From an optimization exercise on the open Yosys and OpenROAD flow, aimed at small area; shortcuts taken in it are not production practice.
In this exercise RTL edits were held to simulation tests only and were not proved equivalent to the original.
The clock port is modelled as an ideal driver, which makes a skipped or thinned clock tree look cheaper than it is; a real chip needs a root buffer or a tree.
Power figures rest on the tool's default switching activity, not on a simulated workload.

Setup of the previous run:
## top_bcd
module top_bcd(
    input clk, rst, button,
    output [6:0] seg,
    output [3:0] an
);
    wire [15:0] d;
    wire down;
    bcd BC1(.clk(clk), .reset(rst), .button(button), .d(d), .down(down));
    reg [7:0] r;
    reg [1:0] scan;
    wire z = ~(r[1] | r[2] | r[3] | r[5] | r[6]);
    wire fb = r[7] ^ (r[0] | r[4] | z);
    wire wrap = r[7] & ~r[0] & ~r[4] & z;    
    always @(posedge clk or posedge rst)
        if (rst) begin
            r <= 8'd0;
            scan <= 2'd0;
        end else begin
            r <= {r[6:0], fb};
            scan[0] <= scan[0] ^ wrap;
            scan[1] <= scan[1] ^ (wrap & scan[0]);
        end
    assign an[0] = ~(~scan[1] & ~scan[0]);
    assign an[1] = ~(~scan[1] &  scan[0]);
    assign an[2] = ~( scan[1] & ~scan[0]);
    assign an[3] = ~( scan[1] &  scan[0]);
    wire [3:0] v = (d[3:0] | {4{an[0]}}) & (d[7:4] | {4{an[1]}})
                 & (d[11:8] | {4{an[2]}}) & (d[15:12] | {4{an[3]}});
    wire [3:0] x;
    assign x[0] = v[0] ^ down;
    assign x[1] = v[1];
    assign x[2] = down ? (v[2] ^ v[1]) & ~v[3] : v[2];
    assign x[3] = down ? ~(v[3] | v[2] | v[1]) : v[3];
    reg [6:0] s;
    always @(*)
        case (x)
            4'd1: s = 7'b1111001;
            4'd2: s = 7'b0100100;
            4'd3: s = 7'b0110000;
            4'd4: s = 7'b0011001;
            4'd5: s = 7'b0010010;
            4'd6: s = 7'b0000010;
            4'd7: s = 7'b1111000;
            4'd8: s = 7'b0000000;
            4'd9: s = 7'b0010000;
            4'd0: s = 7'b1000000;
            default: s = 7'bx;
        endcase
    assign seg = s;
endmodule
For scale: ~140 cells after synthesis, about 33 flip-flops, about 14 I/O pins, ~1400 µm² of cells after synthesis.
==> flow/config.mk <==
export PLATFORM = sky130hd
export DESIGN_NAME = top_bcd
export DESIGN_NICKNAME = top_bcd
export VERILOG_FILES = /design/flow/design.v
export SDC_FILE = /design/flow/constraint.sdc
export NUM_CORES = 4
export LEC_CHECK = 0
export CAP_MARGIN = 20
export CORE_MARGIN = 2
export CORE_UTILIZATION = 40
export SLEW_MARGIN = 20
==> flow/constraint.sdc <==
create_clock -name core_clock -period 100.0 [get_ports {clk}]
set_input_delay 20.0000 -clock core_clock [delete_from_list [all_inputs] [get_ports {clk}]]
set_output_delay 20.0000 -clock core_clock [all_outputs]
set_load 0.01 [all_outputs]
standard.sh (not shown) runs the stock make flow with config.mk's settings and CLKGATE_MAP_FILE= SYNTH_SCRIPT=/design/flow/synth_recipe.tcl, a recipe that flattens the netlist after the stock synthesis.
==> flow/flow/run.sh <==
#!/bin/bash
# Own layout flow: the standard ORFS flow (standard.sh) with these changes
#  - ABC maps the logic with each of a few area-oriented scripts
#    (flow/abc_scripts.txt) and the smallest result is kept (flow/abc_pick.tcl); the
#    rest of the synthesis, and so every register, is the standard flow's own
#  - input and output ports are buffered with buf_1
#  - the clock tree is a few clock buffers fed straight from the clock port,
#    each driving a cluster of registers (flow/kbuf.tcl, flow/pre_cts.tcl)
# settings come from flow/settings.sh. Each tool's output goes to standard.log
# in this folder; ORFS's own per-step logs are under orfs/logs.
set -uo pipefail
W=$PWD
F=$W/flow
export MY_FLOW_DIR=$F
MY_CLKBUF=sky130_fd_sc_hd__clkbuf_8
MY_NCLKBUF=3
EXTRA=()
[ -f $F/settings.sh ] && source $F/settings.sh
export MY_CLKBUF MY_NCLKBUF
{
  echo "source $F/abc_pick.tcl"
  cat $W/synth_recipe.tcl
} > $W/my_synth.tcl
bash $W/standard.sh SYNTH_SCRIPT=$W/my_synth.tcl \
  "BUFFER_PORTS_ARGS=-buffer_cell sky130_fd_sc_hd__buf_1" \
  PRE_CTS_TCL=$F/pre_cts.tcl "${EXTRA[@]}" finish > $W/standard.log 2>&1
==> flow/flow/abc_pick.tcl <==
# Replaces yosys's abc command in the standard flow's synthesis script: the logic is
# mapped with each ABC script listed in $::env(MY_FLOW_DIR)/abc_scripts.txt
# (one per line) and the smallest result by liberty cell area is kept. Only
# the combinational logic changes: registers are mapped before abc runs.
proc abc {args} {
  set i [lsearch -exact $args -script]
  set libargs {}
  foreach {k v} $args { if {$k eq "-liberty"} { lappend libargs -liberty $v } }
  set fh [open $::env(MY_FLOW_DIR)/abc_scripts.txt]
  set lines [split [string trim [read $fh]] "\n"]
  close $fh
  set scripts {}
  set n 0
  foreach l $lines {
    incr n
    set f [file join $::env(OBJECTS_DIR) "abc_script_$n.abc"]
    set o [open $f w]; puts $o $l; close $o
    lappend scripts $f
  }
  yosys design -save pre_abc
  set best ""
  set best_area 1e30
  foreach s $scripts {
    yosys design -load pre_abc
    set a $args
    lset a [expr {$i + 1}] $s
    if {[catch {yosys abc {*}$a} err]} { puts "abc_pick: $s failed: $err"; continue }
    set txt [yosys tee -q -s result.string stat {*}$libargs]
    set area 1e30
    foreach {m v} [regexp -all -inline {Chip area for [^:]*: ([0-9.]+)} $txt] { set area $v }
    puts "abc_pick: $s area $area"
    if {$area < $best_area} { set best_area $area; set best $s }
  }
  yosys design -load pre_abc
  set a $args
  lset a [expr {$i + 1}] $best
  puts "abc_pick: using $best ($best_area)"
  yosys abc {*}$a
}
Other scripts of this flow, unchanged in this note and not shown: flow/flow/abc_scripts.txt, flow/flow/kbuf.tcl, flow/flow/pre_cts.tcl, flow/flow/settings.sh
Having completed the whole flow, the previous run delivered a layout that passed the timing, DRC and antenna checks.
Changes in the current run relative to the previous run:
-- flow/flow/abc_pick.tcl --
<<< the previous run, line 39
>>> the current run, line 39
  # inv_2 has the area of inv_1 and clkinv_1 and drives more: use it for
  # every inverter, so the one on the reset, which drives every register,
  # needs no buffer from repair_design
  yosys chtype -map sky130_fd_sc_hd__inv_1 sky130_fd_sc_hd__inv_2 t:sky130_fd_sc_hd__inv_1
  yosys chtype -map sky130_fd_sc_hd__clkinv_1 sky130_fd_sc_hd__inv_2 t:sky130_fd_sc_hd__clkinv_1
- Comparing the previous run and the current run, the higher leakage power is on the current run.
- Going from the previous run to the current run, number of inserted filler cells in the final layout lost about 3.7%; post-placement cell area now smaller; total standard cell area after synthesis held.
- The previous run leaves less setup margin than the current run.
- [the current run] area added between synthesis and finish fell 1.9 points relative to the previous run
- Looking at multi-input gate share of the layout cell area across the previous run and the current run, the one that comes out higher is the current run.
No run of this note takes its clock network from TritonCTS; it comes from the design's own scripts or RTL.

==> static timing again, ports no longer ideal <==
In the flow no input, the clock included, has a driving cell. The finished layouts below were timed again as built, in two steps.
Step 1 (the two cells are an assumption about what drives the block):
set clk [get_ports {clk}]
set_driving_cell -lib_cell sky130_fd_sc_hd__clkbuf_16 $clk
set_driving_cell -lib_cell sky130_fd_sc_hd__buf_2 [delete_from_list [all_inputs] $clk]
Step 2 moves the port delays by t, midway between the first and last clock arrival at a register: inputs arrive t later, outputs are due t later. That takes back most of the time a late clock gives input paths.
Three values: no drivers, after step 1, after step 2; two values: the first two.
run	shift t [ns]	setup WS [ns]	hold WS [ns]	slew at the worst register clock pin (ns)
the previous run	0.184	77.373 / 77.342 / 77.526	0.386 / 0.386 / 0.386	0.11 / 0.11
the current run	0.188	77.502 / 77.468 / 77.656	0.360 / 0.360 / 0.360	0.11 / 0.11
After both steps every run listed still meets setup and hold.
